From an optimization exercise on the open Yosys and OpenROAD flow, aimed at small area, a short achievable clock period and few clock cycles; shortcuts taken in it are not production practice. In this exercise RTL edits were held to simulation tests only and were not proved equivalent to the original. Power is estimated from default activity; no workload was simulated.

==> flow/design.v <==
module huffman(clk, reset, gray_valid, gray_data, CNT_valid, CNT1, CNT2, CNT3, CNT4, CNT5, CNT6,
    code_valid, HC1, HC2, HC3, HC4, HC5, HC6, M1, M2, M3, M4, M5, M6);
input clk;
input reset;
input gray_valid;
input [7:0] gray_data;
output CNT_valid;
output [7:0] CNT1, CNT2, CNT3, CNT4, CNT5, CNT6;
output code_valid;
output [7:0] HC1, HC2, HC3, HC4, HC5, HC6;
output [7:0] M1, M2, M3, M4, M5, M6;
function lt7(input [6:0] a, input [6:0] b, input le);
  reg [6:0] l, e;
  reg l10, e10, l32, e32, l54, e54, l30, e30, l60, e60;
  begin
    l = ~a & b;
    e = ~(a ^ b);
    l10 = l[1] | (e[1] & l[0]);   e10 = e[1] & e[0];
    l32 = l[3] | (e[3] & l[2]);   e32 = e[3] & e[2];
    l54 = l[5] | (e[5] & l[4]);   e54 = e[5] & e[4];
    l30 = l32 | (e32 & l10);      e30 = e32 & e10;
    l60 = l[6] | (e[6] & l54);    e60 = e[6] & e54;
    lt7 = l60 | (e60 & (l30 | (e30 & le)));
  end
endfunction
function [6:0] add7(input [6:0] a, input [6:0] b);
  reg [6:0] g, p, c;
  reg [6:0] g1, p1, g2, p2;
  integer j;
  begin
    g = a & b;
    p = a ^ b;
    g1 = g; p1 = p;
    for (j = 1; j < 7; j = j + 1) begin g1[j] = g[j] | (p[j] & g[j-1]); p1[j] = p[j] & p[j-1]; end
    g2 = g1; p2 = p1;
    for (j = 2; j < 7; j = j + 1) begin g2[j] = g1[j] | (p1[j] & g1[j-2]); p2[j] = p1[j] & p1[j-2]; end
    c = g2;
    for (j = 4; j < 7; j = j + 1) c[j] = g2[j] | (p2[j] & g2[j-4]);
    add7 = p ^ {c[5:0], 1'b0};
  end
endfunction
reg [3:0] t;     
reg pv;          
reg cv, hv;      
reg [6:0] S;     
wire t0 = (t == 4'd0);
wire t1 = (t == 4'd1);
wire t2 = (t == 4'd2);
wire t3 = (t == 4'd3);
wire t4 = (t == 4'd4);
wire rnk = t0 | t1 | t2 | t3 | t4;
wire start = t0 & pv & ~gray_valid;
wire comb = (t == 4'd5) | (t == 4'd6) | (t == 4'd7) | (t == 4'd8) | (t == 4'd9);
wire [5:0] self = {1'b0, t4, t3, t2, t1, t0};
wire [5:0] le = {rnk, rnk, t0 | t1 | t2 | t3, t0 | t1 | t2, t0 | t1, t0};
reg [6:0] w [0:5];
reg [2:0] dq [0:5];   
wire [2:0] d [0:5];
reg [3:0] mk [0:5];   
reg [3:0] c [0:5];    
wire [5:0] lt;
wire [5:0] kp, kq;
wire [6:0] X = S;
reg [6:0] bc;
always @*
  case (t[1:0])
    2'd0: bc = w[1];
    2'd1: bc = w[2];
    2'd2: bc = w[3];
    default: bc = w[4];
  endcase
reg [6:0] w0n;    
genvar gi;
generate for (gi = 0; gi < 6; gi = gi + 1) begin : sym
  assign d[gi] = dq[gi] ^ 3'b001;
  assign lt[gi] = lt7(w[gi], X, le[gi]);
  assign kp[gi] = (d[gi] == 3'd2);
  assign kq[gi] = (d[gi] == 3'd3);
end endgenerate
reg [6:0] P, Q;
reg [5:2] h;     
integer i;
always @* begin
  P = 7'd0;
  Q = 7'd0;
  h = 4'd0;
  for (i = 0; i < 6; i = i + 1) begin
    P = P | (w[i] & {7{kp[i]}});
    Q = Q | (w[i] & {7{kq[i]}});
    if (d[i] == 3'd2 && lt[i]) h[2] = 1'b1;
    if (d[i] == 3'd3 && lt[i]) h[3] = 1'b1;
    if (d[i] == 3'd4 && lt[i]) h[4] = 1'b1;
    if (d[i] == 3'd5 && lt[i]) h[5] = 1'b1;
  end
end
wire [2:0] m = {h[5], h[3] & ~h[5], (h[2] & ~h[3]) | (h[4] & ~h[5])};
wire [6:0] PQ = add7(P, Q);
wire [6:0] PS = add7(P, S);
always @(posedge clk) begin
  if (rnk)
    S <= (t0 & gray_valid) ? w0n : t4 ? 7'h7f : bc;
  else
    S <= (PQ & {7{h[3]}}) | (PS & {7{~h[3]}});
  if (reset) begin
    t <= 4'd0;
    pv <= 1'b0;
    cv <= 1'b0;
    hv <= 1'b0;
  end else begin
    pv <= gray_valid;
    cv <= start;
    hv <= (t == 4'd9);
    if (t0)
      t <= {3'b000, start};
    else if (t != 4'd11)
      t <= t + 4'd1;
  end
end
always @* begin
  w0n = w[0];
  if (gray_data == 8'd1)
    w0n = w[0] + 7'd1;
end
generate for (gi = 0; gi < 6; gi = gi + 1) begin : upd
  wire member = (d[gi][2:1] == 2'b00);
  wire inc = (gi < 5 && self[gi]) ? lt[5] : ~lt[gi];
  wire [3:0] at = {mk[gi][2:0], 1'b1} & ~mk[gi];
  always @(posedge clk) begin
    if (reset) begin
      w[gi] <= 7'd0;
      mk[gi] <= 4'd0;
      c[gi] <= 4'd0;
    end else begin
      if (t0 && gray_valid && gray_data == gi + 1)
        w[gi] <= w[gi] + 7'd1;
      if (comb && member) begin
        w[gi] <= S;
        mk[gi] <= {mk[gi][2:0], 1'b1};
        c[gi] <= c[gi] | (at & {4{~d[gi][0]}});
      end
    end
    if (rnk)
      dq[gi] <= ((t0 ? 3'd2 : d[gi]) + {2'b00, inc}) ^ 3'b001;
    else
      dq[gi] <= (member ? m : d[gi] + {2'b11, ~lt[gi]}) ^ 3'b001;
  end
end endgenerate
wire [7:0] hc [0:5];
wire [7:0] mo [0:5];
generate for (gi = 0; gi < 6; gi = gi + 1) begin : outs
  assign mo[gi] = {3'b000, mk[gi], 1'b1};
  assign hc[gi] = {3'b000, {1'b0, c[gi]} | ({mk[gi], 1'b1} & ~{1'b0, mk[gi]} & {5{dq[gi][0]}})};
end endgenerate
assign CNT_valid = cv;
assign code_valid = hv;
assign CNT1 = {1'b0, w[0]};
assign CNT2 = {1'b0, w[1]};
assign CNT3 = {1'b0, w[2]};
assign CNT4 = {1'b0, w[3]};
assign CNT5 = {1'b0, w[4]};
assign CNT6 = {1'b0, w[5]};
assign HC1 = hc[0];
assign HC2 = hc[1];
assign HC3 = hc[2];
assign HC4 = hc[3];
assign HC5 = hc[4];
assign HC6 = hc[5];
assign M1 = mo[0];
assign M2 = mo[1];
assign M3 = mo[2];
assign M4 = mo[3];
assign M5 = mo[4];
assign M6 = mo[5];
endmodule
==> flow/flow/run.sh <==
#!/bin/bash
# The standard layout (standard.sh) with these changes:
#  - synthesis: ADDER_MAP_FILE is empty, so ORFS does not extract full/half
#    adder cells and abc maps the arithmetic like the rest of the logic; abc
#    runs flow/abc.script (area-oriented mapping; the layout's repair steps
#    size the gates) instead of ORFS's script. Registers are mapped by the
#    same dfflibmap step as in the standard synthesis.
#  - every port still gets a buffer, but a buf_1 instead of the delay cell
#    buffer_ports picks by default, and repair may resize cells across
#    footprints (MATCH_CELL_FOOTPRINT=0).
set -euo pipefail
here=$(pwd)
export ADDER_MAP_FILE=
export MY_ABC_SCRIPT=$here/flow/abc.script
sed -e "s#SYNTH_SCRIPT=[^ ]*#SYNTH_SCRIPT=$here/flow/synth.tcl#" \
    -e 's#"${@:-finish}"#MATCH_CELL_FOOTPRINT=0 "BUFFER_PORTS_ARGS=-buffer_cell sky130_fd_sc_hd__buf_1" "${@:-finish}"#' \
    standard.sh > my_standard.sh
bash my_standard.sh > standard.log 2>&1
==> flow/flow/abc.script <==
strash
dch -f
map -D 1500
topo
stime -c
buffer -c
upsize -c -D 1500
dnsize -c -D 1500
==> flow/flow/synth.tcl <==
# The standard flow's synthesis script (synth_recipe.tcl), with abc given our own script
# (abc.script beside this file) in place of ORFS's abc_speed/abc_area script.
proc synth {args} { yosys synth -nofsm -noshare {*}$args }
proc abc {args} {
  set i [lsearch -exact $args -script]
  if { $i >= 0 } { lset args [expr {$i + 1}] $::env(MY_ABC_SCRIPT) }
  yosys abc {*}$args
}
source $::env(SCRIPTS_DIR)/synth.tcl
# left out here: clear keep_hierarchy, flatten, clean up, hide names made inside functions, write 1_2_yosys.v
==> flow/standard.sh <==
#!/bin/bash
# synth_recipe.tcl (not shown) runs the flow's synth.tcl, then flattens the netlist and writes it again
# the make line also repeats each setting of config.mk as NAME=value (left out here)
make -C /OpenROAD-flow-scripts/flow DESIGN_CONFIG=/design/flow/config.mk WORK_HOME=/design/flow/orfs CLKGATE_MAP_FILE= SYNTH_SCRIPT=/design/flow/synth_recipe.tcl "${@:-finish}"
==> flow/config.mk <==
export PLATFORM = sky130hd
export DESIGN_NAME = huffman
export DESIGN_NICKNAME = huffman
export VERILOG_FILES = /design/flow/design.v
export SDC_FILE = /design/flow/constraint.sdc
export NUM_CORES = 4
export LEC_CHECK = 0
export CAP_MARGIN = 20
export CORE_MARGIN = 2
export CORE_UTILIZATION = 45
export CTS_BUF_LIST = sky130_fd_sc_hd__clkbuf_8
export CTS_CLUSTER_DIAMETER = 100
export CTS_CLUSTER_SIZE = 30
export SETUP_SLACK_MARGIN = 3.6
export SLEW_MARGIN = 20
==> flow/constraint.sdc <==
create_clock -name core_clock -period 6.2 [get_ports {clk}]
set_input_delay 1.2400 -clock core_clock [delete_from_list [all_inputs] [get_ports {clk}]]
set_output_delay 1.2400 -clock core_clock [all_outputs]
set_load 0.01 [all_outputs]
==> results.json, run 1 <==
{
  "hold_depth": 2,
  "slew_headroom": 0.457,
  "grt_use_total": 0.297,
  "vias_per_cell": 5.82,
  "synth.cell_area_um2": 8440,
  "r2r_slack_ps": 3650,
  "die_x_um": 141,
  "cts_tree": "yes",
  "hold_end": "mk[3][3]",
  "diodes": 0,
  "maxCapViolations": 0,
  "layout-drive-gt1-share": 0.182,
  "avgSynthCellArea_um2": 6.63,
  "cts_buffers": 17,
  "row_count": 50,
  "htree_levels": 4,
  "ff2ff_path_depth": 13,
  "final_util": 0.540,
  "startpoint_type": "register",
  "gr-total-overflow": 0,
  "fin_nets": 1424,
  "async_flop_share": 0,
  "ys_ff_latch": 122,
  "drt-wirelength-per-cell_um": 18.6,
  "worstSetupEndpointType": "register",
  "grt_pass1_wl_um": 46400,
  "synth_top_area_cell": "dfxtp_1",
  "yosysWarnings": 5,
  "tightest_slew_ps": 814,
  "io_buffers": 108,
  "power.total_w": 0.00272,
  "critPathTopFamily": "simple AND/OR/NAND/NOR gates",
  "r2r-end": "S[6]",
  "crit_path_cell_trace": "inv_4, nor3_4, nand2_1, o211ai_1, or2_1, nand2_2, nand4_1, nand2_2, nand3_1, o21ai_2, a311o_1, a31oi_2, a32oi_1",
  "setup_viol": 0,
  "cp.arrival_ps": 2890,
  "clk_path_buf_depth": 2,
  "hpwlAfterDp_um": 21900,
  "antenna_found_initial": 0,
  "gp_congestion": 1.03,
  "core_um2": 18600,
  "area_delta_synth_final_pct": 19.0,
  "root_buffer": "clkbuf_8",
  "p_leak_nw": 3.75,
  "ys.flop_type": "dfxtp_1",
  "max_stage_delay_ps": 430,
  "grt_max_degree": 74,
  "ant_nets": 0,
  "remaining_drc_errors": 0,
  "period_needed_ps": 2550,
  "fin_tns_setup_ps": 0,
  "finalHoldViolations": 0,
  "synth_commonest_cells": "176 x nand2_1, 158 x nor2_1, 153 x inv_1",
  "start_util": 0.454,
  "critPathBufInv": 1,
  "insertion_delay_ps": 490,
  "timing.rr.start": "dq[1][0]",
  "yosysMostFrequentCell": "nand2_1",
  "clock.fmax_mhz": 392,
  "crit_slowest_cell": "dfxtp_4",
  "clock-sinks": 122,
  "fin_crit_sh": 0.411,
  "grt_setup_unrepaired": "true",
  "dieArea_um2": 19900,
  "dr.pass1.iters": 9,
  "path_depth": 13,
  "grt_pass1_vias": 8613,
  "power_density_nw_per_um2": 270,
  "synth_top_area_share": 0.289,
  "clk_pin_slew_worst_paths_ps": 90,
  "holdCritPathClass": "register to register",
  "finalMaxSlewViolations": 0,
  "timing.critical_path.mode_cell": "nand2_2",
  "die_h_um": 141,
  "seq_area_frac_synth": 0.289,
  "max-vdd-ir-drop_mv": 0.143,
  "crit_fanout": 7,
  "clock_skew_ps": 11.1,
  "status": "finished clean",
  "cp.required_ps": 6540,
  "synthTopCellsByArea": "dfxtp_1 29%, nand2_1 7.8%, nor2_1 7.0%",
  "pin_count": 157,
  "num_vias": 9657,
  "postSynthCellCount": 1273,
  "critPathKind": "register to register",
  "drt_iter0_drc": 1369,
  "synth_edf_count": 0,
  "wl_um": 30800,
  "synth_cell_type_count": 62,
  "min_from": "mk[3][3]"
}
metrics by stage:
stage	setup slack [ps]	instances	hold WS [ps]	cell area (µm²)
final	3650	1660	496	10000
after global routing	3510	1660	515	10000
after CTS	3540	1622	496	9420
after detailed placement	2950	1578	480	8800
after global placement	3000	1578	476	8800
after floorplan	3600	1319	446	8630
cells in the final DEF (no fill, tap or decap), types with 42 or more instances in the layout:
cell type and count:
nand2_1 167, nor2_1 144, inv_1 143, a21oi_1 106, buf_1 106, o21ai_0 92, dfxtp_1 82, buf_4 50
conb_1 48, nor3_1 45, a22oi_1 42
logic make-up after synthesis:
kind of cell | after synthesis | synth area share
DFF | 122 | 0.289
other | 2 | 0.000890
xor gates and xnor gates | 16 | 0.0166
buffers and inverters | 265 | 0.146
AOI/OAI and AO/OA | 402 | 0.297
and+or+nand+nor | 466 | 0.250
cell type report:
cell class	instances	area, µm²
timing repair inverter	1	7.51
fill	1917	8540
sequential	122	2530
tap	234	293
clock inverter	14	174
inverter	176	693
timing repair buffer	162	831
multi-input combinational	933	5260
clock buffer	18	248
report_power, final:
group | internal (W) | switching, W | total [W]
Combinational | 0.000344 | 0.000643 | 0.000986
Sequential | 0.000827 | 0.0000930 | 0.000920
Clock | 0.000386 | 0.000424 | 0.000809
worst max path at each step:
stage,startpoint,endpoint,slack [ps]
5_1_grt,gray_data[5],S[4],3510
3_3_place_gp,gray_data[5],w[0][5],3000
2_1_floorplan,gray_data[5],w[0][2],3600
3_5_place_dp,gray_data[5],w[0][5],2950
4_1_cts,reset,t[0],3540
6_report,dq[1][0],S[6],3650
worst reg2reg max path: stages (launching register included):
cell	delay, ps
dfxtp_4	430
inv_4	80
nor3_4	310
nand2_1	90
o211ai_1	150
or2_1	180
nand2_2	80
nand4_1	150
nand2_2	110
nand3_1	110
o21ai_2	100
a311o_1	340
a31oi_2	180
a32oi_1	100
layer usage:
| layer | up-vias | wire length [µm] | global-route usage |
|---|---|---|---|
| met2 | 508 | 13700 | 0.465 |
| met3 | 60 | 2870 | 0.0727 |
| met5 | - | 0 | 0 |
| li1 | 4600 | - | - |
| met1 | 4489 | 13500 | 0.402 |
| met4 | 0 | 726 | 0.0979 |
sequential cells by signal (all words and copies together) (netlist names):
register	flops
S	7
c	24
cv	1
dq	18
hv	1
mk	24
pv	1
t	4
w	42
what timing repair did:
action,4_1_cts,5_1_grt
gates cloned,1,1
gates resized for setup,39,106
setup endpoints to repair,84,103
buffers inserted,11,37
pin swaps,4,18
hold buffers,0,0
Testbench counts, summed over its fixed seeds: cycles 7,104.
==> inputs of run 2 (changes only) <==
--- a/flow/flow/run.sh
+++ b/flow/flow/run.sh
@@ -5,6 +5,7 @@
 #    runs flow/abc.script (area-oriented mapping; the layout's repair steps
 #    size the gates) instead of ORFS's script. Registers are mapped by the
 #    same dfflibmap step as in the standard synthesis.
+#  - clock tree synthesis without dummy load cells (CTS_ARGS).
 #  - every port still gets a buffer, but a buf_1 instead of the delay cell
 #    buffer_ports picks by default, and repair may resize cells across
 #    footprints (MATCH_CELL_FOOTPRINT=0).
@@ -13,6 +14,6 @@
 export ADDER_MAP_FILE=
 export MY_ABC_SCRIPT=$here/flow/abc.script
 sed -e "s#SYNTH_SCRIPT=[^ ]*#SYNTH_SCRIPT=$here/flow/synth.tcl#" \
-    -e 's#"${@:-finish}"#MATCH_CELL_FOOTPRINT=0 "BUFFER_PORTS_ARGS=-buffer_cell sky130_fd_sc_hd__buf_1" "${@:-finish}"#' \
+    -e 's#"${@:-finish}"#MATCH_CELL_FOOTPRINT=0 "CTS_ARGS=-sink_clustering_enable -repair_clock_nets -dont_use_dummy_load -sink_clustering_size 40 -sink_clustering_max_diameter 150 -sink_buffer_max_cap_derate 1.0 -buf_list sky130_fd_sc_hd__clkbuf_8" "BUFFER_PORTS_ARGS=-buffer_cell sky130_fd_sc_hd__buf_1" "${@:-finish}"#' \
     standard.sh > my_standard.sh
 bash my_standard.sh > standard.log 2>&1
--- a/flow/config.mk
+++ b/flow/config.mk
@@ -8,8 +8,5 @@
 export CAP_MARGIN = 20
 export CORE_MARGIN = 2
 export CORE_UTILIZATION = 45
-export CTS_BUF_LIST = sky130_fd_sc_hd__clkbuf_8
-export CTS_CLUSTER_DIAMETER = 100
-export CTS_CLUSTER_SIZE = 30
 export SETUP_SLACK_MARGIN = 3.6
 export SLEW_MARGIN = 20
==> run 2 against run 1 <==
Effect of this change:
- critical path depth decreased by 4
- non-clock buffer count decreased by 7
- synthesized cell count unchanged
- combinational power decreased by 3.7%
- core utilization decreased by 1.7 points
- largest power group unchanged
- still clean
- power decreased by 11%
- sequential cell count unchanged
- highest routed layer unchanged
- largest cell class unchanged
- register-to-register slack got worse by 20 ps
- via count decreased by 0.98%
==> results.json, run 2 <==
{
  "ys_ff_latch": 122,
  "synthTopCellsByArea": "dfxtp_1 29%, nand2_1 7.8%, nor2_1 7.0%",
  "clk_path_buf_depth": 2,
  "antenna_found_initial": 0,
  "postSynthCellCount": 1273,
  "dieArea_um2": 19900,
  "grt_pass1_vias": 8536,
  "avgSynthCellArea_um2": 6.63,
  "timing.critical_path.mode_cell": "nand2_1",
  "dr.pass1.iters": 6,
  "setup_slack_ps": 3620,
  "crit_path_cell_trace": "buf_1, nor4_4, nand2_1, inv_1, nand2_2, o21ai_0, nand2_1, nor2_1, a31oi_1",
  "yosysMostFrequentCell": "nand2_1",
  "crit_slowest_cell": "o21ai_0",
  "die_h_um": 141,
  "remaining_drc_errors": 0,
  "row_count": 50,
  "status": "finished clean",
  "clock_skew_ps": 28.9,
  "cp.required_ps": 6520,
  "io_buffers": 108,
  "power_density_nw_per_um2": 248,
  "synth_cell_type_count": 62,
  "grt_setup_unrepaired": "true",
  "diodes": 0,
  "htree_levels": 4,
  "gr-total-overflow": 0,
  "place_ws_ps": 2950,
  "r2r_slack_ps": 3630,
  "critPathKind": "input port to register",
  "fin_tns_setup_ps": 0,
  "hold_depth": 2,
  "power.total_w": 0.00241,
  "pwr-share-comb": 0.394,
  "hpwlAfterDp_um": 21900,
  "die_x_um": 141,
  "hold_end": "c[2][0]",
  "drt-wirelength-per-cell_um": 18.5,
  "layout-drive-gt1-share": 0.153,
  "clock-sinks": 122,
  "min_from": "c[2][0]",
  "final_common_cell": "nand2_1",
  "area_delta_synth_final_pct": 15.2,
  "cp.arrival_ps": 2900,
  "num_vias": 9562,
  "fin_crit_sh": 0.416,
  "start_util": 0.454,
  "mostFrequentLayoutCells": "170 x nand2_1, 149 x nor2_1, 144 x inv_1",
  "cts_tree": "yes",
  "grt_use_total": 0.296,
  "grt_max_degree": 75,
  "synth_edf_count": 0,
  "yosysWarnings": 5,
  "swShare": 0.426,
  "worstSetupEndpointType": "register",
  "p_seq_frac": 0.377,
  "synth_top_area_cell": "dfxtp_1",
  "synth_commonest_cells": "176 x nand2_1, 158 x nor2_1, 153 x inv_1",
  "synth.cell_area_um2": 8440,
  "ff2ff_path_depth": 13,
  "finalMaxSlewViolations": 0,
  "holdCritPathClass": "register to register",
  "setup_viol": 0,
  "critPathBufInv": 2,
  "async_flop_share": 0,
  "final_util": 0.523,
  "seq_area_frac_synth": 0.289,
  "largestRegisters": "w: 42 flops, c: 24 flops, mk: 24 flops",
  "insertion_delay_ps": 470,
  "wl_um": 30300,
  "crit_fanout": 14,
  "switchingPower_w": 0.00103,
  "drt_iter0_drc": 1307,
  "cts_buffers": 17,
  "timing.rr.start": "dq[5][0]",
  "fin_nets": 1417,
  "root_buffer": "clkbuf_8",
  "finalHoldViolations": 0,
  "max_stage_delay_ps": 390,
  "vias_per_cell": 5.84,
  "r2r-end": "S[6]",
  "p_int_w": 0.00138,
  "clock.fmax_mhz": 388,
  "grt_pass1_wl_um": 46100,
  "tightest_slew_ps": 798,
  "critPathTopFamily": "simple AND/OR/NAND/NOR gates",
  "pin_count": 157,
  "ys.flop_type": "dfxtp_1",
  "clk_pin_slew_worst_paths_ps": 80,
  "slew_headroom": 0.468,
  "largest_reg_flops": 42,
  "gp_congestion": 1.03,
  "period_needed_ps": 2580,
  "pwr-share-clk": 0.229,
  "core_um2": 18600,
  "max-vdd-ir-drop_mv": 0.133,
  "hold_ws_ps": 492,
  "startpoint_type": "input port",
  "synth_top_area_share": 0.289,
  "p_leak_nw": 3.64,
  "maxCapViolations": 0,
  "largest-register": "w",
  "ant_nets": 0
}
-- run 2: worst register-to-register path: stages (launching register included) --
cell,delay (ps)
dfxtp_4,390
inv_2,90
nor3_4,400
nand2_1,110
o211ai_1,170
or2_1,180
nand2_2,80
nand4_1,150
nand2_2,110
nand3_1,100
o21ai_2,90
a311o_1,300
a31oi_2,180
a32oi_1,100
-- run 2: power groups by stage --
stage	combinational, W	sequential (W)	clock [W]
3_3_place_gp	0.000765	0.000919	0
5_1_grt	0.00101	0.000915	0.000587
3_5_place_dp	0.000764	0.000919	0
4_1_cts	0.000841	0.000908	0.000561
2_1_floorplan	0.000620	0.000866	0
6_report	0.000950	0.000908	0.000551
-- run 2: layout make-up --
type	instances	area (µm²)
repair buffers	155	792
inverters	176	687
repair inverters	1	7.51
fillers	1926	8860
flip-flops and latches	122	2520
multi-input cells	933	5190
clock buffers	17	234
well taps	234	293
-- run 2: through the flow --
| stage | instance area [µm²] | cells |
|---|---|---|
| 4_1_cts | 9250 | 1607 |
| 6_report | 9720 | 1638 |
| 2_1_floorplan | 8630 | 1319 |
| 5_1_grt | 9720 | 1638 |
| 3_5_place_dp | 8800 | 1578 |
| 3_3_place_gp | 8800 | 1578 |
-- run 2: worst max path at each step --
stage	start	cells past startpoint	slack [ps]	to
after floorplan	gray_data[5]	8	3600	w[0][2]
after global placement	gray_data[5]	9	3000	w[0][5]
after detailed placement	gray_data[5]	9	2950	w[0][5]
after CTS	dq[2][0]	3	3600	HC3[4]
after global routing	gray_data[5]	9	3500	S[4]
final	gray_data[5]	9	3620	S[5]
-- run 2: cell families (layout without fill, tap and decap cells) --
logic type             count (synthesis)  after routing  synth area share
AND/OR/NAND/NOR                      466            466             0.250
flip-flops                           122            122             0.289
other                                  2             48          0.000890
AO/OA/AOI/OAI                        402            403             0.297
XOR/XNOR                              16             16            0.0166
buffers and inverters                265            349             0.146
-- run 2: timing repair --
item,CTS,global route
buffers inserted,10,31
pin swaps,4,20
endpoints found under the setup margin,83,76
resized for setup,40,77
hold buffers,0,0
cloned,2,0
-- run 2: routing by layer --
layer	up-vias	wire length (µm)	part of all wire	GRT usage
met5	-	0	0	0
met4	0	703	0.023	0.0968
met3	62	3120	0.10	0.0710
met2	543	13400	0.44	0.460
met1	4405	13100	0.43	0.404
li1	4552	-	-	-
==> inputs of run 3 (changes only) <==
--- a/flow/flow/run.sh
+++ b/flow/flow/run.sh
@@ -14,6 +14,6 @@
 export ADDER_MAP_FILE=
 export MY_ABC_SCRIPT=$here/flow/abc.script
 sed -e "s#SYNTH_SCRIPT=[^ ]*#SYNTH_SCRIPT=$here/flow/synth.tcl#" \
-    -e 's#"${@:-finish}"#MATCH_CELL_FOOTPRINT=0 "CTS_ARGS=-sink_clustering_enable -repair_clock_nets -dont_use_dummy_load -sink_clustering_size 40 -sink_clustering_max_diameter 150 -sink_buffer_max_cap_derate 1.0 -buf_list sky130_fd_sc_hd__clkbuf_8" "BUFFER_PORTS_ARGS=-buffer_cell sky130_fd_sc_hd__buf_1" "${@:-finish}"#' \
+    -e 's#"${@:-finish}"#MATCH_CELL_FOOTPRINT=0 "CTS_ARGS=-sink_clustering_enable -repair_clock_nets -dont_use_dummy_load -sink_clustering_size 30 -sink_clustering_max_diameter 100 -sink_clustering_levels 1 -buf_list sky130_fd_sc_hd__clkbuf_8" "BUFFER_PORTS_ARGS=-buffer_cell sky130_fd_sc_hd__buf_1" "${@:-finish}"#' \
     standard.sh > my_standard.sh
 bash my_standard.sh > standard.log 2>&1
==> run 3 against run 2 <==
Effect of this change:
- still clean on timing, DRC and antenna
- area after synthesis is the same
- clock skew is the same
- worst setup slack is the same
- via count is the same
- critical path depth is the same
- count of clock-buffer cells in the layout is the same
- clock power is essentially flat
- fmax is the same
- synthesized cell count is the same
- largest power group unchanged
==> results.json, run 3 <==
{
  "status": "finished clean",
  "synth_commonest_cells": "176 x nand2_1, 158 x nor2_1, 153 x inv_1",
  "maxCapViolations": 0,
  "hpwlAfterDp_um": 21900,
  "cts_buffers": 17,
  "multi_input_area_um2": 5190,
  "cp.required_ps": 6520,
  "worstSetupEndpointType": "register",
  "layout-drive-gt1-share": 0.153,
  "mostFrequentLayoutCells": "170 x nand2_1, 149 x nor2_1, 144 x inv_1",
  "final_common_cell": "nand2_1",
  "seq_area_frac_synth": 0.289,
  "period_needed_ps": 2580,
  "htree_levels": 4,
  "max-vdd-ir-drop_mv": 0.133,
  "grt_use_total": 0.296,
  "top_layer": "met4",
  "holdCritPathClass": "register to register",
  "antenna_found_initial": 0,
  "num_vias": 9562,
  "r2r-end": "S[6]",
  "dr.pass1.iters": 6,
  "crit_end": "S[5]",
  "crit_path_cell_trace": "buf_1, nor4_4, nand2_1, inv_1, nand2_2, o21ai_0, nand2_1, nor2_1, a31oi_1",
  "gr-total-overflow": 0,
  "slew_headroom": 0.468,
  "diodes": 0,
  "timing.critical_path.mode_cell": "nand2_1",
  "crit_fanout": 14,
  "synth_top_area_share": 0.289,
  "p_leak_nw": 3.64,
  "postSynthCellCount": 1273,
  "wl_met2_um": 13400,
  "cp.arrival_ps": 2900,
  "register_area_um2": 2520,
  "clock-sinks": 122,
  "ys_ff_latch": 122,
  "place_ws_ps": 2950,
  "clk_path_buf_depth": 2,
  "grt_pass1_wl_um": 46100,
  "root_buffer": "clkbuf_8",
  "finalMaxSlewViolations": 0,
  "grt_setup_unrepaired": "true",
  "max_stage_delay_ps": 390,
  "pin_count": 157,
  "gp_congestion": 1.03,
  "path_depth": 9,
  "setup_slack_ps": 3620,
  "remaining_drc_errors": 0,
  "ff2ff_path_depth": 13,
  "fin_crit_sh": 0.416,
  "final_area_um2": 9720,
  "core_um2": 18600,
  "grt_pass1_vias": 8536,
  "setup_viol": 0,
  "clock_skew_ps": 28.9,
  "die_x_um": 141,
  "ys.flop_type": "dfxtp_1",
  "crit_start": "gray_data[5]",
  "dieArea_um2": 19900,
  "yosysWarnings": 5,
  "fin_nets": 1417,
  "critPathKind": "input port to register",
  "largest-register": "w",
  "timing.rr.start": "dq[5][0]",
  "wl_um": 30300,
  "largestRegisters": "w: 42 flops, c: 24 flops, mk: 24 flops",
  "placed_cell_area_um2": 8800,
  "avgSynthCellArea_um2": 6.63,
  "drt-met1-wl_um": 13100,
  "grt_max_degree": 75,
  "area_delta_synth_final_pct": 15.2,
  "synth.cell_area_um2": 8440,
  "vias_per_cell": 5.84,
  "finalHoldViolations": 0,
  "synth_top_area_cell": "dfxtp_1",
  "critPathBufInv": 2,
  "insertion_delay_ps": 470,
  "synth_edf_count": 0,
  "hold_depth": 2,
  "ant_nets": 0,
  "yosysMostFrequentCell": "nand2_1",
  "met3WireLength_um": 3120,
  "io_buffers": 108,
  "die_h_um": 141,
  "hold_ws_ps": 492,
  "largest_reg_flops": 42,
  "power.total_w": 0.00241,
  "cts_tree": "yes",
  "fillers": 1926,
  "critPathTopFamily": "simple AND/OR/NAND/NOR gates",
  "clock.fmax_mhz": 388,
  "row_count": 50,
  "r2r_slack_ps": 3630,
  "tightest_slew_ps": 798,
  "drt_iter0_drc": 1307,
  "synthTopCellsByArea": "dfxtp_1 29%, nand2_1 7.8%, nor2_1 7.0%",
  "power_density_nw_per_um2": 248,
  "startpoint_type": "input port",
  "crit_slowest_cell": "o21ai_0",
  "async_flop_share": 0,
  "fin_tns_setup_ps": 0,
  "synth_cell_type_count": 62,
  "drt-wirelength-per-cell_um": 18.5,
  "clk_pin_slew_worst_paths_ps": 80,
  "start_util": 0.454
}
## run 3: cell counts after synthesis
Identical to the previous run, type by type.
## run 3: cell type report
cell class,instances,area share
Timing Repair inverter,1,0.000772
Sequential cell,122,0.259
Timing Repair Buffer,155,0.0815
Clock buffer,17,0.0241
Tap cell,234,0.0301
Inverter,176,0.0707
Multi-Input combinational cell,933,0.534
## run 3: where the power goes
group	internal [W]	switching, W	leakage, nW
combinational	0.000315	0.000635	2.51
sequential	0.000826	0.0000823	0.998
clock	0.000241	0.000310	0.122
## run 3: worst register-to-register path, cell delays in order (launching register included)
cell and delay, ps:
dfxtp_4 390, inv_2 90, nor3_4 400, nand2_1 110, o211ai_1 170, or2_1 180
nand2_2 80, nand4_1 150, nand2_2 110, nand3_1 100, o21ai_2 90, a311o_1 300
a31oi_2 180, a32oi_1 100
## run 3: metal layers
layer | up-vias | track usage
met1 | 4405 | 0.404
li1 | 4552 | -
met2 | 543 | 0.460
met5 | - | 0
met4 | 0 | 0.0968
met3 | 62 | 0.0710
## run 3: cells by family after synthesis
group	Yosys count	synth area share
other cells	2	0.000890
xor+xnor	16	0.0166
buf+inv	265	0.146
simple gates	466	0.250
flops	122	0.289
compound gates	402	0.297
## run 3: worst min path at each step
stage | start | to | slack, ps
detailed placement | c[3][0] | c[3][0] | 480
floorplan | pv | cv | 450
global placement | c[1][3] | c[1][3] | 480
global route | c[5][3] | c[5][3] | 510
CTS | c[3][0] | c[3][0] | 490
finish | c[2][0] | c[2][0] | 490
## run 3: repair_timing
action                     4_1_cts  5_1_grt
gates resized for setup         40       77
cloned                           2        0
hold buffers                     0        0
setup endpoints to repair       83       76
setup buffers                   10       31
pin swaps                        4       20
## run 3: stage by stage
step	cells	util
final	1638	0.523
after global routing	1638	0.523
after CTS	1607	0.498
after detailed placement	1578	0.474
after global placement	1578	0.474
after floorplan	1319	-
==> inputs of run 4 (changes only) <==
--- a/flow/flow/run.sh
+++ b/flow/flow/run.sh
@@ -14,6 +14,6 @@
 export ADDER_MAP_FILE=
 export MY_ABC_SCRIPT=$here/flow/abc.script
 sed -e "s#SYNTH_SCRIPT=[^ ]*#SYNTH_SCRIPT=$here/flow/synth.tcl#" \
-    -e 's#"${@:-finish}"#MATCH_CELL_FOOTPRINT=0 "CTS_ARGS=-sink_clustering_enable -repair_clock_nets -dont_use_dummy_load -sink_clustering_size 30 -sink_clustering_max_diameter 100 -sink_clustering_levels 1 -buf_list sky130_fd_sc_hd__clkbuf_8" "BUFFER_PORTS_ARGS=-buffer_cell sky130_fd_sc_hd__buf_1" "${@:-finish}"#' \
+    -e 's#"${@:-finish}"#MATCH_CELL_FOOTPRINT=0 "CTS_ARGS=-sink_clustering_enable -repair_clock_nets -dont_use_dummy_load -sink_clustering_size 30 -sink_clustering_max_diameter 100 -buf_list sky130_fd_sc_hd__clkbuf_8" "BUFFER_PORTS_ARGS=-buffer_cell sky130_fd_sc_hd__buf_1" "${@:-finish}"#' \
     standard.sh > my_standard.sh
 bash my_standard.sh > standard.log 2>&1
--- a/flow/config.mk
+++ b/flow/config.mk
@@ -8,5 +8,5 @@
 export CAP_MARGIN = 20
 export CORE_MARGIN = 2
 export CORE_UTILIZATION = 45
-export SETUP_SLACK_MARGIN = 3.6
+export SETUP_SLACK_MARGIN = 3.7
 export SLEW_MARGIN = 20
==> run 4 against run 3 <==
Effect of this change:
- register-to-register slack gained 40 ps
- sequential cell count stayed put
- fmax increased by 1.9%
- largest power group unchanged
- core utilization is 4.6 points higher
- area after synthesis unchanged
- die area did not move
- largest cell class unchanged
- critical path depth up 6
==> results.json, run 4 <==
{
  "status": "finished clean",
  "remaining_drc_errors": 0,
  "ctsHoldBuffers": 0,
  "synth_cell_type_count": 62,
  "swShare": 0.425,
  "grt_setup_unrepaired": "true",
  "ys.flop_type": "dfxtp_1",
  "final_common_cell": "nand2_1",
  "final_util": 0.569,
  "fillers": 1825,
  "die_x_um": 141,
  "seq_area_frac_synth": 0.289,
  "p_leak_nw": 3.99,
  "fin_tns_setup_ps": 0,
  "vias_per_cell": 5.97,
  "pin_count": 157,
  "num_vias": 10000,
  "dr.pass1.iters": 6,
  "finalHoldViolations": 0,
  "hpwlAfterDp_um": 22100,
  "pwr-share-clk": 0.208,
  "synth_top_area_share": 0.289,
  "area_delta_synth_final_pct": 25.3,
  "core_um2": 18600,
  "setup_viol": 0,
  "max-vdd-ir-drop_mv": 0.168,
  "maxCapViolations": 0,
  "slew_headroom": 0.458,
  "synth_top_area_cell": "dfxtp_1",
  "htree_levels": 4,
  "gr-total-overflow": 0,
  "clock_skew_ps": 34.1,
  "clock.fmax_mhz": 395,
  "critPathKind": "register to register",
  "yosysWarnings": 5,
  "clock-sinks": 122,
  "crit_start": "dq[1][0]",
  "cp.arrival_ps": 2830,
  "gp_congestion": 1.03,
  "synth_commonest_cells": "176 x nand2_1, 158 x nor2_1, 153 x inv_1",
  "drt_iter0_drc": 1151,
  "antenna_found_initial": 0,
  "multi_input_area_um2": 5570,
  "ant_nets": 0,
  "fin_crit_sh": 0.408,
  "avgSynthCellArea_um2": 6.63,
  "row_count": 50,
  "switchingPower_w": 0.00110,
  "synthTopCellsByArea": "dfxtp_1 29%, nand2_1 7.8%, nor2_1 7.0%",
  "synth_edf_count": 0,
  "postSynthCellCount": 1273,
  "dieArea_um2": 19900,
  "wl_um": 31800,
  "layout-drive-gt1-share": 0.266,
  "cts_tree": "yes",
  "holdCritPathClass": "register to register",
  "insertion_delay_ps": 470,
  "largestRegisters": "w: 42 flops, c: 24 flops, mk: 24 flops",
  "diodes": 0,
  "grt_max_degree": 75,
  "clk_pin_slew_worst_paths_ps": 70,
  "synth.cell_area_um2": 8440,
  "power.total_w": 0.00258,
  "cp.required_ps": 6500,
  "finalMaxSlewViolations": 0,
  "timing.rr.start": "dq[1][0]",
  "yosysMostFrequentCell": "nand2_1",
  "grt_pass1_vias": 8624,
  "p_seq_frac": 0.356,
  "fin_nets": 1456,
  "largest_reg_flops": 42,
  "min_from": "mk[4][2]",
  "mostFrequentLayoutCells": "163 x nand2_1, 135 x nor2_1, 123 x inv_1",
  "drt-wirelength-per-cell_um": 19.0,
  "grt_pass1_wl_um": 47400,
  "power_density_nw_per_um2": 244,
  "die_h_um": 141,
  "pwr-share-comb": 0.436,
  "grt_use_total": 0.305,
  "startpoint_type": "register",
  "register_area_um2": 2590,
  "start_util": 0.454,
  "ys_ff_latch": 122,
  "largest-register": "w",
  "crit_fanout": 8,
  "worstSetupEndpointType": "register",
  "tightest_slew_ps": 813,
  "clk_path_buf_depth": 2,
  "period_needed_ps": 2530,
  "io_buffers": 108,
  "p_int_w": 0.00148,
  "async_flop_share": 0,
  "cts_buffers": 17,
  "root_buffer": "clkbuf_8"
}
## run 4: path summary, 6_finish.rpt
kind,slack (ps),endpoint,cells after the start
worst max-delay path,3670,S[6],15
worst min-delay path,490,mk[4][2],2
worst max register to register,3670,S[6],15
worst min register to register,490,mk[4][2],2
## run 4: cell type report
type	instances	area share
clock buffers	17	0.0221
well taps	234	0.0277
repair inverters	1	0.000710
inverters	176	0.0675
flip-flops and latches	122	0.245
repair buffers	194	0.110
multi-input cells	933	0.527
## run 4: what timing repair did
| item | CTS | global route |
|---|---|---|
| pin swaps | 10 | 62 |
| setup endpoints to repair | 118 | 96 |
| resized for setup | 83 | 220 |
| cloned | 2 | 0 |
| buffers inserted | 21 | 60 |
## run 4: per-stage QoR
step	setup WS, ps	instance area [µm²]	hold WS (ps)	cells
floorplan	3690	8650	446	1319
global route	3590	10600	497	1677
detailed placement	3030	8810	479	1577
global placement	3030	8810	476	1577
CTS	3660	9430	489	1617
finish	3670	10600	488	1677
## run 4: power groups by stage
stage               registers, W  logic [W]  clock network, W
global placement        0.000918   0.000761                 0
detailed placement      0.000918   0.000757                 0
global route            0.000924    0.00119          0.000578
floorplan               0.000866   0.000621                 0
finish                  0.000919    0.00113          0.000538
CTS                     0.000917   0.000878          0.000547
## run 4: metal layers
metal | GRT usage | part of all wire | vias up
met5 | 0 | 0 | -
met4 | 0.105 | 0.038 | 0
met3 | 0.0720 | 0.10 | 114
met2 | 0.457 | 0.43 | 613
met1 | 0.430 | 0.42 | 4626
li1 | - | - | 4659
## run 4: cell families (layout without fill, tap and decap cells)
| kind of cell | count (synthesis) | count (layout) | synth area share |
|---|---|---|---|
| xor gates and xnor gates | 16 | 16 | 0.0166 |
| other | 2 | 48 | 0.000890 |
| buffers and inverters | 265 | 388 | 0.146 |
| AOI/OAI and AO/OA | 402 | 403 | 0.297 |
| and+or+nand+nor | 466 | 466 | 0.250 |
| DFF | 122 | 122 | 0.289 |
## run 4: critical path, cell delays in order (launching register included)
cell	delay [ps]
dfxtp_4	410
buf_4	140
inv_4	50
nor3_4	150
buf_12	160
nand2_1	50
o211ai_1	160
or2_1	180
nand2_2	70
nand4_1	160
nand2_2	110
nand3_2	80
o21ai_2	80
a311o_1	280
a31oi_1	220
a32oi_1	80
==> inputs of run 5 (changes only) <==
--- a/flow/config.mk
+++ b/flow/config.mk
@@ -8,5 +8,5 @@
 export CAP_MARGIN = 20
 export CORE_MARGIN = 2
 export CORE_UTILIZATION = 45
-export SETUP_SLACK_MARGIN = 3.7
+export SETUP_SLACK_MARGIN = 3.5
 export SLEW_MARGIN = 20
==> run 5 against run 4 <==
Effect of this change:
- via count decreased by 4.7%
- sequential cell count is the same
- non-clock buffer count fell by 54
- area after synthesis unchanged
- global-route usage down 0.16 points
- clock power increased by 1%
- power is 8.9% lower
- die area did not move
- still clean on timing, DRC and antenna
- count of clock-buffer cells in the layout did not move
- routed wire length down 2.7%
==> results.json, run 5 <==
{
  "status": "finished clean",
  "hold_ws_ps": 491,
  "slew_headroom": 0.479,
  "mostFrequentLayoutCells": "170 x nand2_1, 148 x nor2_1, 145 x inv_1",
  "yosysMostFrequentCell": "nand2_1",
  "crit_slowest_cell": "dfxtp_2",
  "core_um2": 18600,
  "drt_iter0_drc": 982,
  "synthTopCellsByArea": "dfxtp_1 29%, nand2_1 7.8%, nor2_1 7.0%",
  "crit_path_cell_trace": "inv_1, nor2_1, buf_1",
  "power_density_nw_per_um2": 246,
  "gp_congestion": 0.982,
  "p_leak_nw": 3.52,
  "setup_viol": 0,
  "avgSynthCellArea_um2": 6.63,
  "synth_edf_count": 0,
  "wl_um": 31000,
  "finalHoldViolations": 0,
  "clock.fmax_mhz": 378,
  "finalMaxSlewViolations": 0,
  "dieArea_um2": 19900,
  "max-vdd-ir-drop_mv": 0.127,
  "start_util": 0.454,
  "antenna_found_initial": 0,
  "grt_setup_unrepaired": "true",
  "critPathBufInv": 2,
  "place_ws_ps": 2960,
  "synth_top_area_cell": "dfxtp_1",
  "die_h_um": 141,
  "setup_slack_ps": 3550,
  "root_buffer": "clkbuf_8",
  "row_count": 50,
  "grt_pass1_vias": 8385,
  "fin_tns_setup_ps": 0,
  "clock_skew_ps": 26.7,
  "worstSetupEndpointType": "output port",
  "cp.arrival_ps": 1410,
  "ys.flop_type": "dfxtp_1",
  "layout-drive-gt1-share": 0.128,
  "postSynthCellCount": 1273,
  "htree_levels": 4,
  "insertion_delay_ps": 470,
  "yosysWarnings": 5,
  "period_needed_ps": 2650,
  "vias_per_cell": 5.88,
  "grt_pass1_wl_um": 46900,
  "maxCapViolations": 0,
  "pwr-share-clk": 0.232,
  "ys_ff_latch": 122,
  "multi_input_area_um2": 5150,
  "largestRegisters": "w: 42 flops, c: 24 flops, mk: 24 flops",
  "area_delta_synth_final_pct": 13.1,
  "remaining_drc_errors": 0,
  "hpwlAfterDp_um": 22800,
  "critPathKind": "register to output port",
  "power.total_w": 0.00235,
  "tightest_slew_ps": 777,
  "clk_path_buf_depth": 2,
  "drt-wirelength-per-cell_um": 19.1,
  "clock-sinks": 122,
  "grt_max_degree": 74,
  "gr-total-overflow": 0,
  "p_int_w": 0.00135,
  "largest_reg_flops": 42,
  "register_area_um2": 2480,
  "fin_nets": 1401,
  "p_seq_frac": 0.384,
  "die_x_um": 141,
  "diodes": 0,
  "fin_crit_sh": 0.427,
  "seq_area_frac_synth": 0.289,
  "fillers": 1948,
  "ant_nets": 0,
  "pin_count": 157,
  "synth.cell_area_um2": 8440,
  "cp.required_ps": 4960,
  "switchingPower_w": 0.00100,
  "grt_use_total": 0.303,
  "largest-register": "w",
  "cts_tree": "yes",
  "num_vias": 9541,
  "critPathTopFamily": "flip-flops",
  "crit_fanout": 8,
  "cts_buffers": 17,
  "dr.pass1.iters": 6,
  "io_buffers": 108,
  "r2r_slack_ps": 3620,
  "startpoint_type": "register",
  "final_common_cell": "nand2_1",
  "synth_commonest_cells": "176 x nand2_1, 158 x nor2_1, 153 x inv_1",
  "async_flop_share": 0,
  "max_stage_delay_ps": 460,
  "swShare": 0.425,
  "synth_cell_type_count": 62,
  "synth_top_area_share": 0.289,
  "pwr-share-comb": 0.385,
  "holdCritPathClass": "register to register",
  "clk_pin_slew_worst_paths_ps": 70
}
[run 5: worst min-delay path, stage by stage, from the launching register on]
cell	delay (ps)
dfxtp_1	310
nor2_1	90
nor3_1	40
[run 5: per-stage QoR]
stage,cell area (µm²),std cells,util
global route,9550,1622,0.514
finish,9550,1622,0.514
global placement,8830,1582,0.475
CTS,9170,1603,0.494
detailed placement,8830,1582,0.475
floorplan,8620,1319,-
[run 5: kinds of logic after synthesis]
group                     Yosys count  synth area share
and+or+nand+nor                   466             0.250
other                               2          0.000890
xor gates and xnor gates           16            0.0166
AOI/OAI and AO/OA                 402             0.297
DFF                               122             0.289
buffers and inverters             265             0.146
[run 5: per-layer routing]
metal / track usage / vias to the layer above / share of wire
met5: 0 / - / 0
met1: 0.431 / 4453 / 0.46
li1: - / 4518 / -
met4: 0.107 / 0 / 0.026
met3: 0.0740 / 55 / 0.095
met2: 0.447 / 515 / 0.42
[run 5: power groups by stage]
stage          Combinational (W)  Clock [W]  Sequential (W)
6_report                0.000905   0.000545        0.000903
5_1_grt                 0.000969   0.000583        0.000908
4_1_cts                 0.000819   0.000552        0.000888
3_5_place_dp            0.000774          0        0.000904
3_3_place_gp            0.000778          0        0.000905
2_1_floorplan           0.000620          0        0.000866
[run 5: worst paths after layout]
| kind | cells past startpoint | to | from |
|---|---|---|---|
| max | 3 | HC4[4] | dq[3][0] |
| min | 2 | c[5][1] | c[5][1] |
| max reg2reg | 12 | S[6] | dq[5][0] |
| min reg2reg | 2 | c[5][1] | c[5][1] |
[run 5: final cells by class]
class,count,share of cell area
Sequential cell,122,0.260
Clock buffer,17,0.0245
Inverter,176,0.0714
Timing Repair Buffer,140,0.0733
Timing Repair inverter,1,0.000786
Tap cell,234,0.0307
Multi-Input combinational cell,932,0.539
[run 5: repair_timing]
| item | in CTS | in global routing |
|---|---|---|
| setup buffers | 4 | 18 |
| setup endpoints to repair | 65 | 72 |
| pin swaps | 3 | 15 |
| gates resized for setup | 21 | 66 |
| hold buffers | 0 | 0 |
| cloned | 0 | 1 |
| endpoints found under the hold margin | 0 | 0 |
==> inputs of run 6 (changes only) <==
==> flow/flow/abc.script (replaced) <==
strash
dc2
dch -f
map -D 1500
topo
stime -c
buffer -c
upsize -c -D 1500
dnsize -c -D 1500
==> run 6 against run 5 <==
Effect of this change:
- still clean on timing, DRC and antenna
- worst setup slack improved by 4.1 ps
- core utilization increased by 1.5 points
- fmax increased by 0.15%
- sequential cell count unchanged
- die area decreased by 2.4%
- sequential power about the same
- sequential share of layout area increased by 0.057 points
- register-to-register slack got worse by 40 ps
==> results.json, run 6 <==
{
  "synth_top_family_by_area": "compound AO/OA/AOI/OAI gates",
  "grt_pass1_wl_um": 47400,
  "vias_per_cell": 5.93,
  "mostFrequentLayoutCells": "162 x inv_1, 155 x nand2_1, 134 x nor2_1",
  "dieArea_um2": 19400,
  "cts_tree": "yes",
  "synth.cell_area_um2": 8240,
  "hold_ws_ps": 486,
  "min_from": "pv",
  "drt_iter0_drc": 1114,
  "grt_setup_unrepaired": "true",
  "period_needed_ps": 2640,
  "die_h_um": 139,
  "io_buffers": 108,
  "gp_congestion": 1.09,
  "synth_mux_area_frac": 0,
  "ys.flop_type": "dfxtp_1",
  "row_count": 49,
  "synth_xor_xnor_area_share": 0.0181,
  "timing.rr.start": "w[2][2]",
  "yosysMostFrequentCell": "inv_1",
  "holdCritPathClass": "register to register",
  "synth_edf_count": 0,
  "gr-total-overflow": 0,
  "synth_top_area_cell": "dfxtp_1",
  "root_buffer": "clkbuf_8",
  "fin_tns_setup_ps": 0,
  "clk_pin_slew_worst_paths_ps": 70,
  "place_ws_ps": 2810,
  "setup_viol": 0,
  "grt_max_degree": 46,
  "remaining_drc_errors": 0,
  "htree_levels": 4,
  "max_stage_delay_ps": 450,
  "num_vias": 9504,
  "clk_path_buf_depth": 2,
  "crit_fanout": 11,
  "antenna_found_initial": 0,
  "async_flop_share": 0,
  "postSynthCellCount": 1240,
  "dr.pass1.iters": 6,
  "fin_nets": 1386,
  "cp.required_ps": 4960,
  "diodes": 0,
  "synth_top_area_share": 0.297,
  "fin_cells": 1602,
  "crit_path_cell_trace": "inv_1, nor2_1, buf_1",
  "critPathTopFamily": "flip-flops",
  "hpwlAfterDp_um": 22500,
  "die_x_um": 139,
  "yosys.area_share.adder": 0,
  "avgSynthCellArea_um2": 6.64,
  "tightest_slew_ps": 614,
  "p_leak_nw": 3.63,
  "clock.fmax_mhz": 378,
  "power_density_nw_per_um2": 240,
  "path_depth": 3,
  "setup_slack_ps": 3560,
  "slew_headroom": 0.589,
  "synth_cell_type_count": 57,
  "largest-register": "w",
  "grt_pass1_vias": 8356,
  "clock-sinks": 122,
  "synth_compound_area_frac": 0.313,
  "clock_skew_ps": 37.2,
  "finalHoldViolations": 0,
  "fin_crit_sh": 0.426,
  "core_um2": 18000,
  "critPathKind": "register to output port",
  "finalMaxSlewViolations": 0,
  "largest_reg_flops": 42,
  "ys_ff_latch": 122,
  "insertion_delay_ps": 470,
  "area_delta_synth_final_pct": 15.4,
  "start_util": 0.458,
  "final_common_cell": "inv_1",
  "status": "finished clean",
  "placedCellCount": 1539,
  "ff2ff_path_depth": 11,
  "maxCapViolations": 0,
  "cts_buffers": 17,
  "synthTopCellsByArea": "dfxtp_1 30%, inv_1 7.7%, a21oi_1 7.7%",
  "yosysWarnings": 5,
  "ant_nets": 0,
  "startpoint_type": "register",
  "hold_depth": 2,
  "cp.arrival_ps": 1400,
  "drt-wirelength-per-cell_um": 19.4,
  "grt_use_total": 0.308,
  "critPathBufInv": 2,
  "crit_start": "dq[2][0]",
  "worstSetupEndpointType": "output port",
  "layout-drive-gt1-share": 0.124,
  "power.total_w": 0.00229,
  "synth_simple_gate_area_frac": 0.223,
  "ctsHoldBuffers": 0,
  "max-vdd-ir-drop_mv": 0.133,
  "synth_commonest_cells": "170 x inv_1, 159 x nand2_1, 142 x nor2_1",
  "crit_slowest_cell": "dfxtp_4",
  "largestRegisters": "w: 42 flops, c: 24 flops, mk: 24 flops",
  "seq_area_frac_synth": 0.297,
  "pin_count": 157,
  "wl_um": 31100
}
==> run 6: cell types whose count changed in the layout (fill, tap and decap cells not counted), sizes merged, moves of 4 or more <==
cell | previous run | this run
o2111ai | 1 | 6
nand2 | 178 | 163
nand3 | 38 | 61
nor2 | 172 | 150
o21bai | 1 | 5
buf | 139 | 157
o221ai | 11 | 17
o22ai | 39 | 27
nor3 | 51 | 22
o21ai | 108 | 103
a31oi | 31 | 27
a21oi | 115 | 127
==> run 6: area by class of cell <==
type	count	area [µm²]
Timing Repair Buffer	159	816
Fill cell	1903	8460
Inverter	179	694
Clock buffer	17	234
Sequential cell	122	2480
Timing Repair inverter	2	15.0
Multi-Input combinational cell	894	4980
Tap cell	229	287
==> run 6: per-stage QoR <==
step | util | instance area [µm²]
after floorplan | - | 8420
after global placement | 0.480 | 8630
after detailed placement | 0.480 | 8630
after CTS | 0.503 | 9030
after global routing | 0.529 | 9510
final | 0.529 | 9510
==> run 6: cell families after synthesis <==
family | Yosys count
DFF | 122
buffers and inverters | 271
and+or+nand+nor | 419
AOI/OAI and AO/OA | 409
other | 2
xor gates and xnor gates | 17
==> run 6: per-layer routing <==
| metal | GRT usage | part of all wire | routed length, µm |
|---|---|---|---|
| met1 | 0.434 | 0.43 | 13300 |
| met5 | 0 | 0 | 0 |
| met3 | 0.0551 | 0.099 | 3070 |
| met4 | 0.149 | 0.048 | 1490 |
| met2 | 0.456 | 0.43 | 13300 |
==> run 6: worst reg2reg max path, delay by kind of cell (launching register included) <==
kind | cells | cell delay [ps]
flip-flops | 1 | 550
AO/OA/AOI/OAI | 9 | 1630
buffers and inverters | 2 | 320
==> run 6: final timing paths <==
| check | slack [ps] | endpoint |
|---|---|---|
| max | 3560 | HC3[4] |
| min | 490 | cv |
| max reg2reg | 3580 | dq[2][0] |
| min reg2reg | 490 | cv |
==> run 6: where the power goes <==
group          internal, W  switching, W  total (W)
clock network     0.000241      0.000297   0.000538
registers         0.000818     0.0000828   0.000901
logic             0.000292      0.000554   0.000846
==> run 6: what timing repair did <==
item | 4_1_cts | 5_1_grt
resized for setup | 31 | 46
pin swaps | 3 | 22
setup buffers | 5 | 38
setup endpoints to repair | 75 | 66
gates cloned | 0 | 3
==> inputs of run 7 (changes only) <==
==> flow/flow/abc.script (replaced) <==
strash
&get -n
&st
&syn2
&put
dch -f
map -D 1500
topo
stime -c
buffer -c
upsize -c -D 1500
dnsize -c -D 1500
--- a/flow/config.mk
+++ b/flow/config.mk
@@ -8,5 +8,5 @@
 export CAP_MARGIN = 20
 export CORE_MARGIN = 2
 export CORE_UTILIZATION = 45
-export SETUP_SLACK_MARGIN = 3.5
+export SETUP_SLACK_MARGIN = 3.6
 export SLEW_MARGIN = 20
==> run 7 against run 6 <==
Effect of this change:
- count of clock-buffer cells in the layout is the same
- highest routed layer is now met5
- global-route usage is 2.1 points higher
- synthesized cell count rose by 1.5%
- clock skew is 3.9 ps lower
- sequential cell count unchanged
- via count increased by 5.1%
- area after synthesis rose by 1.9%
- routed wire length increased by 9.7%
- largest cell class unchanged
- register-to-register slack barely moved
==> results.json, run 7 <==
{
  "yosysWarnings": 5,
  "largest_reg_flops": 42,
  "placedCellCount": 1556,
  "seq_area_frac_synth": 0.291,
  "clock.fmax_mhz": 382,
  "num_vias": 9985,
  "place_ws_ps": 3030,
  "max_stage_delay_ps": 630,
  "mostFrequentLayoutCells": "160 x inv_1, 144 x nor2_1, 134 x nand2_1",
  "r2r_slack_ps": 3580,
  "async_flop_share": 0,
  "slew_headroom": 0.382,
  "gp_congestion": 1.09,
  "diodes": 0,
  "period_needed_ps": 2620,
  "cts_tree": "yes",
  "wl_um": 34100,
  "ys_ff_latch": 122,
  "grt_pass1_vias": 8675,
  "holdCritPathClass": "register to register",
  "maxCapViolations": 0,
  "pwr-share-comb": 0.396,
  "pin_count": 157,
  "die_h_um": 141,
  "clock_skew_ps": 33.2,
  "ant_nets": 0,
  "setup_slack_ps": 3580,
  "ctsHoldBuffers": 0,
  "ys.flop_type": "dfxtp_1",
  "die_x_um": 141,
  "drt-wirelength-per-cell_um": 20.9,
  "pwr-share-clk": 0.229,
  "avgSynthCellArea_um2": 6.67,
  "max-vdd-ir-drop_mv": 0.172,
  "swShare": 0.422,
  "vias_per_cell": 6.13,
  "synth_top_area_share": 0.291,
  "remaining_drc_errors": 0,
  "crit_path_cell_trace": "o22ai_1, a22oi_1, nand2_4, a221oi_4, buf_4, o211ai_2, o21ai_2, nand2_1, a32o_1",
  "critPathTopFamily": "compound AO/OA/AOI/OAI gates",
  "critPathBufInv": 1,
  "synth_edf_count": 0,
  "p_seq_frac": 0.375,
  "cp.required_ps": 6550,
  "worstSetupEndpointType": "register",
  "start_util": 0.462,
  "setup_viol": 0,
  "switchingPower_w": 0.00101,
  "fin_cells": 1630,
  "layout-drive-gt1-share": 0.181,
  "grt_pass1_wl_um": 50500,
  "clk_path_buf_depth": 2,
  "crit_slowest_cell": "dfxtp_1",
  "dieArea_um2": 19800,
  "final_util": 0.549,
  "finalHoldViolations": 0,
  "io_buffers": 108,
  "core_um2": 18100,
  "largestRegisters": "w: 42 flops, c: 24 flops, mk: 24 flops",
  "row_count": 49,
  "synthTopCellsByArea": "dfxtp_1 29%, inv_1 8.0%, a21oi_1 7.4%",
  "hpwlAfterDp_um": 24100,
  "yosysMostFrequentCell": "inv_1",
  "cts_buffers": 17,
  "postSynthCellCount": 1258,
  "crit_fanout": 7,
  "grt_use_total": 0.329,
  "area_delta_synth_final_pct": 18.8,
  "dr.pass1.iters": 10,
  "status": "finished clean",
  "fin_tns_setup_ps": 0,
  "final_common_cell": "inv_1",
  "critPathKind": "register to register",
  "fin_nets": 1414,
  "synth_top_area_cell": "dfxtp_1",
  "root_buffer": "clkbuf_8",
  "gr-total-overflow": 0,
  "p_int_w": 0.00138,
  "htree_levels": 4,
  "clock-sinks": 122,
  "tightest_slew_ps": 925,
  "fin_crit_sh": 0.423,
  "grt_setup_unrepaired": "true",
  "cp.arrival_ps": 2970,
  "synth.cell_area_um2": 8390,
  "insertion_delay_ps": 460,
  "p_leak_nw": 3.66,
  "grt_max_degree": 73,
  "drt_iter0_drc": 1208,
  "synth_cell_type_count": 65,
  "synth_commonest_cells": "179 x inv_1, 165 x nor2_1, 144 x nand2_1",
  "clk_pin_slew_worst_paths_ps": 70,
  "power_density_nw_per_um2": 240,
  "finalMaxSlewViolations": 0,
  "largest-register": "w",
  "antenna_found_initial": 0,
  "startpoint_type": "register"
}
## run 7: what timing repair did
action	4_1_cts	5_1_grt
gates cloned	0	3
resized for setup	54	116
setup buffers	15	39
pin swaps	3	24
endpoints found under the setup margin	86	89
## run 7: final timing paths
check                              from       to  depth (start not counted)
worst max-delay path            w[5][5]     S[0]                          9
worst min-delay path            c[2][3]  c[2][3]                          2
worst max register to register  w[5][5]     S[0]                          9
worst min register to register  c[2][3]  c[2][3]                          2
## run 7: power by group through the flow
stage / Clock, W / Combinational, W / Sequential [W]
2_1_floorplan: 0 / 0.000542 / 0.000849
3_3_place_gp: 0 / 0.000669 / 0.000918
3_5_place_dp: 0 / 0.000667 / 0.000917
4_1_cts: 0.000554 / 0.000722 / 0.000913
5_1_grt: 0.000589 / 0.000985 / 0.000900
6_report: 0.000549 / 0.000947 / 0.000897
## run 7: cell families (layout without fill, tap and decap cells)
| family | after synthesis | count (layout) | share of synthesized area |
|---|---|---|---|
| xor+xnor | 19 | 19 | 0.0198 |
| other cells | 2 | 48 | 0.000895 |
| compound gates | 406 | 407 | 0.307 |
| fa+ha+maj | 1 | 1 | 0.00119 |
| simple gates | 427 | 427 | 0.229 |
| flops | 122 | 122 | 0.291 |
| buf+inv | 281 | 377 | 0.150 |
## run 7: area by class of cell
type                    count  area (µm²)
fillers                  1857        8180
multi-input cells         902        5250
flip-flops and latches    122        2520
repair buffers            169         907
inverters                 189         758
well taps                 229         287
clock buffers              17         234
repair inverters            2        12.5
## run 7: layer usage
layer  vias up  part of all wire  track usage
li1       4545                 -            -
met1      4603              0.41        0.456
met2       668              0.42        0.479
met3       167              0.11       0.0931
met4         2             0.055        0.142
met5         -           0.00035            0
## run 7: worst register-to-register path, stage by stage (launching register included)
cell and delay [ps]:
dfxtp_1 630, o22ai_1 200, a22oi_1 360, nand2_4 160, a221oi_4 300, buf_4 180
o211ai_2 230, o21ai_2 190, nand2_1 70, a32o_1 220
## run 7: through the flow
stage / total power (W) / cell area (µm²) / hold slack (ps)
CTS: 0.00219 / 9270 / 493
detailed placement: 0.00158 / 8770 / 479
floorplan: 0.00139 / 8570 / 437
finish: 0.00239 / 9970 / 493
global route: 0.00247 / 9970 / 512
global placement: 0.00159 / 8770 / 478
==> inputs of run 8 (changes only) <==
==> flow/flow/abc.script (replaced) <==
strash
dch -f
map -D 1500
topo
stime -c
buffer -c
upsize -c -D 1500
dnsize -c -D 1500
==> run 8 against run 7 <==
Effect of this change:
- global-route usage decreased by 3.4 points
- power increased by 0.70%
- via count decreased by 4.2%
- sequential share of layout area increased by 0.64 points
- non-clock buffer count decreased by 14
- worst setup slack improved by 41 ps
- combinational power about the same
- critical endpoint is now S[5]
==> results.json, run 8 <==
{
  "ys_ff_latch": 122,
  "grt_setup_unrepaired": "true",
  "met3_usage": 0.0710,
  "clock.fmax_mhz": 388,
  "antenna_found_initial": 0,
  "row_count": 50,
  "drt_iter0_drc": 1307,
  "fin_tns_setup_ps": 0,
  "mostFrequentLayoutCells": "170 x nand2_1, 149 x nor2_1, 144 x inv_1",
  "pin_count": 157,
  "finalMaxSlewViolations": 0,
  "ctsHoldBuffers": 0,
  "insertion_delay_ps": 470,
  "cp.required_ps": 6520,
  "die_x_um": 141,
  "htree_levels": 4,
  "finalHoldViolations": 0,
  "start_util": 0.454,
  "hpwlAfterDp_um": 21900,
  "grt_pass1_vias": 8536,
  "p_leak_nw": 3.64,
  "clk_pin_slew_worst_paths_ps": 80,
  "diodes": 0,
  "synth.cell_area_um2": 8440,
  "yosysWarnings": 5,
  "fin_crit_sh": 0.416,
  "final_util": 0.523,
  "path_depth": 9,
  "yosysMostFrequentCell": "nand2_1",
  "cts_tree": "yes",
  "clock-sinks": 122,
  "tightest_slew_ps": 798,
  "grt_max_degree": 75,
  "synth_commonest_cells": "176 x nand2_1, 158 x nor2_1, 153 x inv_1",
  "seq_area_frac_synth": 0.289,
  "dr.pass1.iters": 6,
  "status": "finished clean",
  "holdCritPathClass": "register to register",
  "final_common_cell": "nand2_1",
  "worstSetupEndpointType": "register",
  "ys.flop_type": "dfxtp_1",
  "startpoint_type": "input port",
  "grt_use_total": 0.296,
  "timing.critical_path.mode_cell": "nand2_1",
  "largest-register": "w",
  "num_vias": 9562,
  "setup_viol": 0,
  "max_stage_delay_ps": 390,
  "largestRegisters": "w: 42 flops, c: 24 flops, mk: 24 flops",
  "clock_skew_ps": 28.9,
  "gr-total-overflow": 0,
  "crit_path_cell_trace": "buf_1, nor4_4, nand2_1, inv_1, nand2_2, o21ai_0, nand2_1, nor2_1, a31oi_1",
  "ant_nets": 0,
  "power_density_nw_per_um2": 248,
  "vias_per_cell": 5.84,
  "crit_fanout": 14,
  "synth_edf_count": 0,
  "hold_depth": 2,
  "maxCapViolations": 0,
  "critPathBufInv": 2,
  "synth_top_area_share": 0.289,
  "drt-wirelength-per-cell_um": 18.5,
  "dieArea_um2": 19900,
  "critPathKind": "input port to register",
  "synthTopCellsByArea": "dfxtp_1 29%, nand2_1 7.8%, nor2_1 7.0%",
  "cts_buffers": 17,
  "critPathTopFamily": "simple AND/OR/NAND/NOR gates",
  "top_usage_layer": "met2",
  "grt_pass1_wl_um": 46100,
  "root_buffer": "clkbuf_8",
  "async_flop_share": 0,
  "gp_congestion": 1.03,
  "ff2ff_path_depth": 13,
  "synth_cell_type_count": 62,
  "die_h_um": 141,
  "fin_nets": 1417,
  "cp.arrival_ps": 2900,
  "grt_use_met1": 0.404,
  "wl_um": 30300,
  "period_needed_ps": 2580,
  "max-vdd-ir-drop_mv": 0.133,
  "io_buffers": 108,
  "area_delta_synth_final_pct": 15.2,
  "postSynthCellCount": 1273,
  "crit_slowest_cell": "o21ai_0",
  "core_um2": 18600,
  "synth_top_area_cell": "dfxtp_1",
  "met2_usage": 0.460,
  "clk_path_buf_depth": 2,
  "largest_reg_flops": 42,
  "slew_headroom": 0.468,
  "avgSynthCellArea_um2": 6.63,
  "layout-drive-gt1-share": 0.153,
  "remaining_drc_errors": 0
}
-- run 8: path summary, 6_finish.rpt --
| kind | from | end | slack [ps] |
|---|---|---|---|
| worst max register to register | dq[5][0] | S[6] | 3630 |
| worst max-delay path | gray_data[5] | S[5] | 3620 |
| worst min register to register | c[2][0] | c[2][0] | 490 |
| worst min-delay path | c[2][0] | c[2][0] | 490 |
-- run 8: routing by layer --
layer	share of wire	wire [µm]
met3	0.10	3120
met5	0	0
met1	0.43	13100
met2	0.44	13400
met4	0.023	703
-- run 8: cell families (layout without fill, tap and decap cells) --
group,count (synthesis),count (layout),share of synthesized area
buf+inv,265,349,0.146
flops,122,122,0.289
xor+xnor,16,16,0.0166
compound gates,402,403,0.297
simple gates,466,466,0.250
other cells,2,48,0.000890
-- run 8: report_power, final --
group | internal, W | leakage [nW] | switching [W]
combinational | 0.000315 | 2.51 | 0.000635
clock | 0.000241 | 0.122 | 0.000310
sequential | 0.000826 | 0.998 | 0.0000823
-- run 8: cell type report --
class | instances | area, µm²
Fill cell | 1926 | 8860
Tap cell | 234 | 293
Inverter | 176 | 687
Timing Repair inverter | 1 | 7.51
Sequential cell | 122 | 2520
Multi-Input combinational cell | 933 | 5190
Timing Repair Buffer | 155 | 792
Clock buffer | 17 | 234
-- run 8: through the flow --
step                power (W)  setup slack, ps  hold slack, ps  cell area [µm²]  std cells
CTS                   0.00231             3600             494             9250       1607
global placement      0.00168             3000             476             8800       1578
detailed placement    0.00168             2950             480             8800       1578
finish                0.00241             3620             492             9720       1638
global route          0.00252             3500             513             9720       1638
floorplan             0.00149             3600             446             8630       1319
-- run 8: worst reg2reg max path: cells and delay by family, from the launching register on --
family	cells	cell delay [ps]
DFF	1	390
and+or+nand+nor	7	1130
AOI/OAI and AO/OA	5	840
buffers and inverters	1	90
-- run 8: repair_timing --
item,CTS,global route
resized for setup,40,77
pin swaps,4,20
setup buffers,10,31
setup endpoints to repair,83,76
gates cloned,2,0

port drivers added, routing unchanged:
The flow's constraints put no driver on any port. The routed layouts listed below were extracted and timed again, unchanged, in two steps. Step 1: set_driving_cell puts a clkbuf_16 on clk and a buf_2 on each other input, an assumption about the parent block. Step 2 adds t to the input delays and takes it off the output delays; t is the mean of the earliest and latest rising clock arrival at the registers after step 1. Input paths then give back, and output paths get back, about the clock's delay inside the block. a / b / c = no drivers / after step 1 / after step 2; a / b = the first two.
run | t (ns) | slack for setup (ns) | worst hold slack (ns) | worst setup path at the end | worst register clock-pin slew, ns
run 1 | 0.524 | 3.652 / 3.615 / 3.172 | 0.496 / 0.496 / 0.496 | input to register | 0.09 / 0.09
run 2 | 0.496 | 3.620 / 3.603 / 3.148 | 0.492 / 0.492 / 0.492 | input to register | 0.10 / 0.10
run 3 | 0.496 | 3.620 / 3.603 / 3.148 | 0.492 / 0.492 / 0.492 | input to register | 0.10 / 0.10
run 4 | 0.491 | 3.669 / 3.631 / 3.234 | 0.488 / 0.488 / 0.488 | input to register | 0.09 / 0.09
run 5 | 0.491 | 3.552 / 3.511 / 3.148 | 0.491 / 0.491 / 0.491 | input to register | 0.09 / 0.09
run 6 | 0.495 | 3.556 / 3.511 / 3.098 | 0.486 / 0.486 / 0.486 | input to register | 0.09 / 0.09
run 7 | 0.487 | 3.579 / 3.579 / 3.142 | 0.493 / 0.493 / 0.493 | input to register | 0.09 / 0.09
run 8 | 0.496 | 3.620 / 3.603 / 3.148 | 0.492 / 0.492 / 0.492 | input to register | 0.10 / 0.10
After both steps setup and hold are still met in every run listed. For run 1, which loses most, drivers alone change the setup slack by -0.037 ns; drivers and shift together by -0.480 ns.
